Context: an optimization exercise on an open-source flow, tuned for small area and a short achievable clock period. The choices shown serve that exercise and are no tape-out recipe.
The RTL was checked by simulation tests, not by an equivalence proof against the original design.
The clock port is modelled as an ideal driver, which makes a skipped or thinned clock tree look cheaper than it is; a real chip needs a root buffer or a tree.
Power is estimated from default activity; no workload was simulated.

Setup of try-willow:
// alu
module alu #(parameter DATA_WIDTH = 32, OP = 3)
(
    input wire start,
    input wire clk,
    input wire reset_n,
    input wire [DATA_WIDTH - 1 : 0] A,
    input wire [DATA_WIDTH - 1 : 0] B,
    input wire [OP - 1 : 0] op,
    output wire [DATA_WIDTH - 1 : 0] result,
    output reg done
);
  wire in_mul = (op == 3'b101);
  wire in_sub = (op == 3'b100) | (op == 3'b110);
  wire [32:0] bx = {B, 1'b0};
  reg [31:0] a_r;
  reg [2:0]  op_r;
  reg [15:0] bone_r, btwo_r, nneg_r;
  reg        done_reg;
  integer k;
  always @(posedge clk) begin
    a_r  <= A;
    op_r <= op;
    for (k = 0; k < 16; k = k + 1) begin
      bone_r[k] <= bx[2*k+1] ^ (in_mul ? bx[2*k] : in_sub);
      btwo_r[k] <= (bx[2*k+2] ^ bx[2*k+1]) & ~(bx[2*k+1] ^ bx[2*k]);
      nneg_r[k] <= ~(bx[2*k+2] ^ (in_sub & ~in_mul));
    end
  end
  always @(posedge clk or negedge reset_n) begin
    if (!reset_n) done_reg <= 1'b0;
    else          done_reg <= start && (op != 3'b011);
  end
  wire [31:0] bs;    
  genvar gb;
  generate for (gb = 0; gb < 16; gb = gb + 1) begin : brec
    assign bs[2*gb]   = bone_r[gb];
    assign bs[2*gb+1] = ~nneg_r[gb];
  end endgenerate
  wire is_and = (op_r == 3'b000);
  wire is_or  = (op_r == 3'b001);
  wire is_add = (op_r == 3'b010);
  wire is_sub = (op_r == 3'b100);
  wire is_mul = (op_r == 3'b101);
  wire is_slt = (op_r == 3'b110);
  wire arith = is_add | is_sub | is_slt;
  wire [31:0] nx = ({32{arith}} & a_r) | ({32{is_and}} & (a_r & bs)) | ({32{is_or}} & (a_r | bs));
  wire [31:0] ny = {32{arith}} & bs;
  reg [31:0] x_r, y_r;
  wire [31:0] xd, yd;
  wire mul_n = ~is_mul;
  wire [31:0] nxn = ~nx, nyn = ~ny;
  ...
Settings: LEC_CHECK=0, CAP_MARGIN=20, CORE_MARGIN=2, CORE_UTILIZATION=60, SETUP_SLACK_MARGIN=5, SLEW_MARGIN=20, SYNTH_HIERARCHICAL=1, SYNTH_MINIMUM_KEEP_SIZE=0; clock period 9.5 ns.
standard.sh (not shown) runs the stock make flow with config.mk's settings and CLKGATE_MAP_FILE= SYNTH_SCRIPT=/design/flow/synth_recipe.tcl, a recipe that flattens the netlist after the stock synthesis.
==> flow/flow/run.sh <==
#!/bin/bash
# The standard layout flow (standard.sh, ORFS with the standard flow's config), with two changes:
#  - the ports are buffered with buf_2 cells (ORFS would pick clkdlybuf4s50_1 delay cells);
#  - repair_timing aims at a setup slack margin of 5 ns.
export BUFFER_PORTS_ARGS="-buffer_cell sky130_fd_sc_hd__buf_2"
bash standard.sh SETUP_SLACK_MARGIN=5 finish > standard.log 2>&1
try-willow: flow completed, timing, DRC and antenna clean
Edits applied to the flow inputs when going from try-willow to try-cedar:
Settings: swapping 60 for 45 in CORE_UTILIZATION.
==> flow/flow/run.sh <==
#!/bin/bash
# The standard layout flow (standard.sh: ORFS with the standard flow's config and standard synthesis),
# with these changes:
#  - after floorplan, combinational cells are set to drive strength 1 (downsize.tcl), so that
#    the resizer, which sees the placement, chooses the sizes instead of synthesis;
#  - the ports are buffered with buf_2 cells (ORFS would pick clkdlybuf4s50_1 delay cells);
#  - clock tree synthesis uses clkbuf_4 / clkbuf_8 and adds no dummy loads;
#  - repair_timing aims at a setup slack margin of 5 ns.
set -e
export BUFFER_PORTS_ARGS="-buffer_cell sky130_fd_sc_hd__buf_2"
export CTS_ARGS="-sink_clustering_enable -repair_clock_nets -dont_use_dummy_load -buf_list {sky130_fd_sc_hd__clkbuf_4 sky130_fd_sc_hd__clkbuf_8}"
bash standard.sh SETUP_SLACK_MARGIN=5 floorplan > standard_floorplan.log 2>&1
ODB_IN=$(ls -d orfs/results/*/alu/base)/2_floorplan.odb openroad -no_splash -exit flow/downsize.tcl > downsize.log 2>&1
bash standard.sh SETUP_SLACK_MARGIN=5 finish > standard.log 2>&1
==> flow/flow/downsize.tcl (new file) <==
# Set every combinational cell that synthesis gave a larger drive strength back to its
# drive-1 version; placement's repair_design and repair_timing then size cells for the
# actual loads and wires. Registers and other sequential cells are left as they are.
read_db $::env(ODB_IN)
set db [ord::get_db]
set n 0
foreach inst [[ord::get_db_block] getInsts] {
  set m [$inst getMaster]
  set name [$m getName]
  if {[$m isSequential]} { continue }
  if {[regexp {^(sky130_fd_sc_hd__[a-z0-9]+)_([0-9]+)$} $name -> base size] && $size > 1} {
    if {[string match "*df*" $base] || [string match "*dl*" $base] || [string match "*clk*" $base]} { continue }
    set new [$db findMaster ${base}_1]
    if {$new ne "NULL"} {
      $inst swapMaster $new
      incr n
    }
  }
}
puts "downsized $n instances"
write_db $::env(ODB_IN)
Notes after the runs:
- try-cedar: average routed wire per standard cell is about 7% lower than what try-willow reported.
- On try-cedar: number of nets in the layout is about 0.43% higher than what try-willow gave.
- In try-cedar relative to try-willow, ratio of routed vias to standard cells had gone down by a little under 10%.
Inputs modified between try-cedar and try-amber:
Settings: putting CTS_BUF_LIST at sky130_fd_sc_hd__clkbuf_4 sky130_fd_sc_hd__clkbuf_8 where nothing was set.
==> flow/flow/run.sh <==
#!/bin/bash
# The standard layout flow (standard.sh, ORFS with the standard flow's config), with three changes:
#  - after floorplan, combinational cells are set to drive strength 1 (downsize.tcl), so that
#    the resizer, which sees the placement, chooses the sizes instead of synthesis;
#  - the ports are buffered with buf_2 cells (ORFS would pick clkdlybuf4s50_1 delay cells);
#  - repair_timing aims at a setup slack margin of 5 ns.
set -e
export BUFFER_PORTS_ARGS="-buffer_cell sky130_fd_sc_hd__buf_2"
bash standard.sh SETUP_SLACK_MARGIN=5 floorplan > standard_floorplan.log 2>&1
ODB_IN=$(ls -d orfs/results/*/alu/base)/2_floorplan.odb openroad -no_splash -exit flow/downsize.tcl > downsize.log 2>&1
bash standard.sh SETUP_SLACK_MARGIN=5 finish > standard.log 2>&1
==> comparison <==
Routed wire in try-amber totals more than in try-cedar.
Diff try-cedar -> try-amber: post-layout total power went up by 3.1%, number of clock-tree buffers in the layout went up by 1, leakage power of the design went up by 2.0%.
Compared try-amber vs try-cedar, and final worst setup slack is down in try-amber.
Looking at try-amber and try-cedar, the fraction of the cycle the final worst path needs is a wash.
[try-amber vs try-cedar] met1 wire length: higher in try-amber
Against try-cedar, cell area in try-amber rose slightly.
Relative to try-cedar, worst clock skew has gone down in try-amber.
The maximum vdd ir drop of try-cedar and that of try-amber are within noise of each other.

* * *

alu, a different RTL version from the one above (not shown whole).
Size in the first run: roughly 130 flip-flops, roughly 100 I/O pins, ~22,000 um2 of cells after synthesis.
export LEC_CHECK = 0
export CAP_MARGIN = 20
export CORE_MARGIN = 2
export CORE_UTILIZATION = 45
export SETUP_SLACK_MARGIN = 3
export SLEW_MARGIN = 20
create_clock -name core_clock -period 9.5 [get_ports {clk}]
run.sh (not shown) runs the stock make flow with config.mk's settings and CLKGATE_MAP_FILE= SYNTH_SCRIPT=/design/flow/synth_recipe.tcl, a recipe that flattens the netlist after the stock synthesis.
Stock flow here: none of the scripts above is used.
The baseline ran to the end with no violations.
Next try:
- SETUP_SLACK_MARGIN: 3 -> default
- non-clock buffer count goes down by 21
- design area goes down by about 1.3%
- combinational power barely changes
- maximum frequency goes down by 13%
- setup slack gets worse by 0.92 ns
- clock-buffer cell count does not change
- worst hold slack barely changes

* * *

## north
alu with an RTL version that a note above also has.
Size in the first run: ~18000 sq um of cells after synthesis.
Design alu, start of the top module:
module alu #(parameter DATA_WIDTH = 32, OP = 3)
(
    input wire start,
    input wire clk,
    input wire reset_n,
    input wire [DATA_WIDTH - 1 : 0] A,
    input wire [DATA_WIDTH - 1 : 0] B,
    input wire [OP - 1 : 0] op,
    output wire [DATA_WIDTH - 1 : 0] result,
    output reg done
);
  wire in_mul = (op == 3'b101);
  wire in_sub = (op == 3'b100) | (op == 3'b110);
  wire [32:0] bx = {B, 1'b0};
  reg [31:0] a_r;
  reg [2:0]  op_r;
  reg [15:0] bone_r, btwo_r, nneg_r;
  reg        done_reg;
  integer k;
  always @(posedge clk) begin
    a_r  <= A;
    op_r <= op;
    for (k = 0; k < 16; k = k + 1) begin
      bone_r[k] <= bx[2*k+1] ^ (in_mul ? bx[2*k] : in_sub);
      btwo_r[k] <= (bx[2*k+2] ^ bx[2*k+1]) & ~(bx[2*k+1] ^ bx[2*k]);
      nneg_r[k] <= ~(bx[2*k+2] ^ (in_sub & ~in_mul));
    end
  end
  always @(posedge clk or negedge reset_n) begin
    if (!reset_n) done_reg <= 1'b0;
  ...
==> flow/config.mk <==
export PLATFORM = sky130hd
export DESIGN_NAME = alu
export DESIGN_NICKNAME = alu
export VERILOG_FILES = /design/flow/design.v
export SDC_FILE = /design/flow/constraint.sdc
export NUM_CORES = 4
export LEC_CHECK = 0
export CAP_MARGIN = 20
export CORE_MARGIN = 2
export CORE_UTILIZATION = 45
export SETUP_SLACK_MARGIN = 5
export SLEW_MARGIN = 20
export SYNTH_HIERARCHICAL = 1
export SYNTH_MINIMUM_KEEP_SIZE = 0
==> flow/constraint.sdc <==
create_clock -name core_clock -period 9.5 [get_ports {clk}]
set_input_delay 1.9000 -clock core_clock [delete_from_list [all_inputs] [get_ports {clk}]]
set_output_delay 1.9000 -clock core_clock [all_outputs]
set_load 0.01 [all_outputs]
standard.sh (not shown) runs the stock make flow with config.mk's settings and CLKGATE_MAP_FILE= SYNTH_SCRIPT=/design/flow/synth_recipe.tcl, a recipe that flattens the netlist after the stock synthesis.
==> flow/flow/run.sh <==
#!/bin/bash
# The standard layout flow (standard.sh: ORFS with the standard flow's config and standard synthesis),
# with these changes:
#  - after floorplan, prep.tcl sets combinational cells to drive strength 1 (and gives
#    registers with a large fanout a stronger drive), so that the resizer, which sees the
#    placement, chooses the sizes;
#  - the ports are buffered with buf_2 cells (ORFS would pick clkdlybuf4s50_1 delay cells);
#  - the clock tree is two levels of clkbuf_16 buffers: 4 driven by the clock port, 8 leaf
#    buffers each at the centre of a group of registers (clock_tree.tcl, run by ORFS's cts
#    step in place of TritonCTS);
#  - repair_timing aims at a setup slack margin of 5.1 ns.
set -e
export BUFFER_PORTS_ARGS="-buffer_cell sky130_fd_sc_hd__buf_2"
export PRE_CTS_TCL=$(pwd)/flow/clock_tree.tcl
export CLK_GROUPS=8
export CLK_ROOTS=4
bash standard.sh SETUP_SLACK_MARGIN=5.1 floorplan > standard_floorplan.log 2>&1
ODB_IN=$(ls -d orfs/results/*/alu/base)/2_floorplan.odb FLOP_FANOUT=8 openroad -no_splash -exit flow/prep.tcl > prep.log 2>&1
bash standard.sh SETUP_SLACK_MARGIN=5.1 finish > standard.log 2>&1
==> flow/flow/clock_tree.tcl <==
# Clock tree built directly, in two levels: the clock port drives CLK_ROOTS clkbuf_16
# buffers, which drive CLK_GROUPS clkbuf_16 leaf buffers, each placed at the centre of one
# group of registers (the registers split by position) and driving that group's clock pins.
# Used in place of TritonCTS through the PRE_CTS_TCL hook of ORFS's cts step; the rest of the
# step (placement legalization, timing repair) runs as usual.
rename clock_tree_synthesis __orfs_clock_tree_synthesis
proc split_groups {items n} {
  set groups [list $items]
  set axis 0
  while {[llength $groups] < $n} {
    set new {}
    foreach g $groups {
      set g [lsort -integer -index $axis $g]
      set h [expr {[llength $g] / 2}]
      lappend new [lrange $g 0 [expr {$h - 1}]] [lrange $g $h end]
    }
    set groups $new
    set axis [expr {1 - $axis}]
  }
  return $groups
}
proc centre {g} {
  set sx 0; set sy 0
  foreach s $g { incr sx [lindex $s 0]; incr sy [lindex $s 1] }
  return [list [expr {$sx / [llength $g]}] [expr {$sy / [llength $g]}]]
}
proc clock_tree_synthesis {args} {
  set block [ord::get_db_block]
  set bufm [[ord::get_db] findMaster sky130_fd_sc_hd__clkbuf_16]
  set clknet [$block findNet clk]
  set sinks {}
  foreach it [$clknet getITerms] {
    set bb [[$it getInst] getBBox]
    lappend sinks [list [expr {([$bb xMin] + [$bb xMax]) / 2}] [expr {([$bb yMin] + [$bb yMax]) / 2}] $it]
  }
  # leaf buffers
  set leaves {}
  set i 0
  foreach g [split_groups $sinks $::env(CLK_GROUPS)] {
    lassign [centre $g] cx cy
    set buf [odb::dbInst_create $block $bufm "clkbuf_leaf_$i"]
    $buf setLocation $cx $cy
    $buf setPlacementStatus PLACED
    set net [odb::dbNet_create $block "clknet_leaf_$i"]
    $net setSigType CLOCK
    [$buf findITerm X] connect $net
    foreach s $g {
      set it [lindex $s 2]
      $it disconnect
      $it connect $net
    }
    lappend leaves [list $cx $cy [$buf findITerm A]]
    puts "clock leaf $i: [llength $g] registers at $cx $cy"
    incr i
  }
  # root buffers, driven by the clock port
  set i 0
  foreach g [split_groups $leaves $::env(CLK_ROOTS)] {
    lassign [centre $g] cx cy
    set buf [odb::dbInst_create $block $bufm "clkbuf_root_$i"]
    $buf setLocation $cx $cy
    $buf setPlacementStatus PLACED
    set net [odb::dbNet_create $block "clknet_root_$i"]
    $net setSigType CLOCK
    [$buf findITerm A] connect $clknet
    [$buf findITerm X] connect $net
    foreach s $g { [lindex $s 2] connect $net }
    puts "clock root $i: [llength $g] leaf buffers at $cx $cy"
    incr i
  }
  $clknet setSigType CLOCK
  global_connect
}
==> flow/flow/prep.tcl <==
# Runs on the floorplan database, before placement:
#  1. every combinational cell that synthesis gave a larger drive strength is set back to
#     its drive-1 version; the resizer, which sees the placement, sizes cells afterwards;
#  2. registers whose output drives more than FLOP_FANOUT pins get the drive-4 version of
#     their cell (same cell type, larger drive strength).
read_db $::env(ODB_IN)
set db [ord::get_db]
set block [ord::get_db_block]
set n 0
set f 0
foreach inst [$block getInsts] {
  set m [$inst getMaster]
  set name [$m getName]
  if {[$m isSequential]} {
    if {[regexp {^(sky130_fd_sc_hd__dfxtp)_([0-9]+)$} $name -> base size]} {
      set q [$inst findITerm Q]
      set net [$q getNet]
      if {$net ne "NULL" && [llength [$net getITerms]] - 1 > $::env(FLOP_FANOUT)} {
        $inst swapMaster [$db findMaster ${base}_4]
        incr f
      }
    }
    continue
  }
  if {[regexp {^(sky130_fd_sc_hd__[a-z0-9]+)_([0-9]+)$} $name -> base size] && $size > 1} {
    if {[string match "*df*" $base] || [string match "*dl*" $base] || [string match "*clk*" $base]} { continue }
    set new [$db findMaster ${base}_1]
    if {$new ne "NULL"} { $inst swapMaster $new; incr n }
  }
}
puts "downsized $n instances, upsized $f registers"
write_db $::env(ODB_IN)
north finished all stages; the layout is clean.
What south does differently from north at the input level:
==> flow/flow/run.sh <==
#!/bin/bash
# The standard layout flow (standard.sh: ORFS with the standard flow's config and standard synthesis),
# with these changes:
#  - after floorplan, prep.tcl sets combinational cells to drive strength 1 (and gives
#    registers with a large fanout a stronger drive), so that the resizer, which sees the
#    placement, chooses the sizes;
#  - the ports are buffered with buf_2 cells (ORFS would pick clkdlybuf4s50_1 delay cells);
#  - the clock tree is two levels of clkbuf_16 buffers: 4 driven by the clock port, 12 leaf
#    buffers each at the centre of a group of registers (clock_tree.tcl, run by ORFS's cts
#    step in place of TritonCTS);
#  - repair_timing aims at a setup slack margin of 5.1 ns.
set -e
export BUFFER_PORTS_ARGS="-buffer_cell sky130_fd_sc_hd__buf_2"
export PRE_CTS_TCL=$(pwd)/flow/clock_tree.tcl
export CLK_GROUPS=12
export CLK_ROOTS=4
bash standard.sh SETUP_SLACK_MARGIN=5.1 floorplan > standard_floorplan.log 2>&1
ODB_IN=$(ls -d orfs/results/*/alu/base)/2_floorplan.odb FLOP_FANOUT=8 openroad -no_splash -exit flow/prep.tcl > prep.log 2>&1
bash standard.sh SETUP_SLACK_MARGIN=5.1 finish > standard.log 2>&1
==> comparison <==
- Delta (south minus north): hold slack moved down; total length of routed met2 wires moved down; final design instance area without fill moved up; final setup slack of the worst path moved up.
Relative to south, the following input files were edited for east:
==> flow/flow/run.sh <==
#!/bin/bash
# The standard layout flow (standard.sh: ORFS with the standard flow's config and standard synthesis),
# with these changes:
#  - after floorplan, prep.tcl sets combinational cells to drive strength 1 (and gives
#    registers with a large fanout a stronger drive), so that the resizer, which sees the
#    placement, chooses the sizes;
#    (prep.tcl also changes the full adders on the slowest paths to the faster fah_1 cell);
#  - the ports are buffered with buf_2 cells (ORFS would pick clkdlybuf4s50_1 delay cells);
#  - the clock tree is two levels of clkbuf_16 buffers: 4 driven by the clock port, 8 leaf
#    buffers each at the centre of a group of registers (clock_tree.tcl, run by ORFS's cts
#    step in place of TritonCTS);
#  - repair_timing aims at a setup slack margin of 5.1 ns.
set -e
export BUFFER_PORTS_ARGS="-buffer_cell sky130_fd_sc_hd__buf_2"
export PRE_CTS_TCL=$(pwd)/flow/clock_tree.tcl
export CLK_GROUPS=8
export CLK_ROOTS=4
bash standard.sh SETUP_SLACK_MARGIN=5.1 floorplan > standard_floorplan.log 2>&1
res=$(ls -d orfs/results/*/alu/base)
ODB_IN=$res/2_floorplan.odb SDC_IN=$res/2_floorplan.sdc FLOP_FANOUT=8 FAH_WINDOW=0.3 FAH_ROUNDS=1 \
  LIB_FILE=$FLOW_HOME/platforms/sky130hd/lib/sky130_fd_sc_hd__tt_025C_1v80.lib openroad -no_splash -exit flow/prep.tcl > prep.log 2>&1
bash standard.sh SETUP_SLACK_MARGIN=5.1 finish > standard.log 2>&1
-- flow/flow/prep.tcl --
<<< south, line 3
#     its drive-1 version; the resizer, which sees the placement, sizes cells afterwards;
#  2. registers whose output drives more than FLOP_FANOUT pins get the drive-4 version of
#     their cell (same cell type, larger drive strength).
read_db $::env(ODB_IN)
set db [ord::get_db]
>>> east, line 3
#     its drive-1 version; the resizer, which sees the placement, sizes cells afterwards;
#  2. registers whose output drives more than FLOP_FANOUT pins get the drive-4 version of
#     their cell (same cell type, larger drive strength);
#  3. the full adders (fa_1) on the slowest register-to-register paths are changed to the
#     faster full-adder cell fah_1 (same function; its carry input pin is named CI).
read_db $::env(ODB_IN)
set db [ord::get_db]
<<< south, line 30
}
puts "downsized $n instances, upsized $f registers"
write_db $::env(ODB_IN)
>>> east, line 32
}
puts "downsized $n instances, upsized $f registers"
read_liberty $::env(LIB_FILE)
read_sdc $::env(SDC_IN)
proc fa_to_fah {inst} {
  set block [ord::get_db_block]
  set fahm [[ord::get_db] findMaster sky130_fd_sc_hd__fah_1]
  set name [$inst getName]
  set conns {}
  foreach it [$inst getITerms] {
    set net [$it getNet]
    if {$net ne "NULL"} { lappend conns [[$it getMTerm] getName] $net }
  }
  odb::dbInst_destroy $inst
  set new [odb::dbInst_create $block $fahm $name]
  foreach {mt net} $conns {
    if {$mt eq "CIN"} { set mt CI }
    [$new findITerm $mt] connect $net
  }
}
set window $::env(FAH_WINDOW)
set rounds $::env(FAH_ROUNDS)
set total 0
for {set r 0} {$r < $rounds} {incr r} {
  set fas {}
  foreach inst [$block getInsts] {
    if {[[$inst getMaster] getName] eq "sky130_fd_sc_hd__fa_1"} {
      set nm [$inst getName]
      set s [expr {min([get_property [get_pins $nm/SUM] slack_max], [get_property [get_pins $nm/COUT] slack_max])}]
      lappend fas [list $s $inst]
    }
  }
  if {[llength $fas] == 0} { break }
  set fas [lsort -real -index 0 $fas]
  set worst [lindex $fas 0 0]
  set k 0
  foreach e $fas {
    if {[lindex $e 0] < $worst + $window} { fa_to_fah [lindex $e 1]; incr k }
  }
  incr total $k
  puts "round $r: worst fa slack $worst, changed $k full adders"
}
puts "changed $total full adders to fah_1"
report_checks -from [all_registers -clock_pins] -to [all_registers -data_pins] -format end
report_design_area
write_db $::env(ODB_IN)
Findings:
east was carried through to the last stage, and its layout satisfied the timing, DRC and antenna checks.
south: PASS, flow complete, no timing, DRC or antenna violations
Number of cells on the worst reg-to-reg path: south and east compared, lower one is east
Design area came out higher on east than on south.
The count of distinct cell types in the synthesized netlist on south is in line with that on east.
Going from south to east, cell area after placement grows by about 5.5%.
Looking at sum of internal, switching and leakage power, east sits 9.5% higher than south does.
Comparing south and east, post-route fraction of the period consumed by the critical path is higher on east.
east gives more shortest clock period the worst path allows after layout than south did.
The higher sum of routed wire length over all layers of south and east is in east.
Diff south..east | number of nets in the synthesized netlist | unchanged
result[19] as the endpoint of the most critical setup path was reported by south, and result[30] by east.
Proportion of cell area occupied by multi-input gates, south and east: larger value in east
Number of cells in the design after placement: east vs south, no meaningful difference
In every run of this note, the design's own scripts or RTL, not TritonCTS, make the clock network.

==> port drivers added, routing unchanged <==
In the flow no input, the clock included, has a driving cell. The finished layouts below were timed again as built, in two steps. Step 1 (the two cells are an assumption about what drives the block):
set clk [get_ports {clk}]
set_driving_cell -lib_cell sky130_fd_sc_hd__clkbuf_16 $clk
set_driving_cell -lib_cell sky130_fd_sc_hd__buf_2 [delete_from_list [all_inputs] $clk]
Step 2 moves the port delays by t, midway between the first and last clock arrival at a register: inputs arrive t later, outputs are due t later. That takes back most of the time a late clock gives input paths. a / b / c = ideal ports / drivers / drivers and shift; a / b = the first two.
| run | t (ns) | setup WS [ns] | worst setup path after step 2 | cell pins on the clock port's net |
|---|---|---|---|---|
| try-willow | 0.491 | 5.096 / 5.044 / 5.098 | register to register | 1 |
| try-cedar | 0.534 | 5.109 / 5.058 / 5.205 | register to register | 1 |
| try-amber | 0.542 | 5.106 / 5.056 / 5.169 | register to register | 1 |
| the first run of note 2 | 0.502 | 3.263 / 3.263 / 3.263 | register to register | 1 |
| the second run of note 2 | 0.504 | 2.342 / 2.342 / 2.342 | register to register | 1 |
| north | 0.404 | 5.251 / 5.138 / 5.251 | register to register | 4 |
| south | 0.415 | 5.255 / 5.129 / 5.267 | register to register | 4 |
| east | 0.419 | 5.196 / 5.069 / 5.258 | register to register | 4 |
After both steps setup and hold are still met in every run listed.
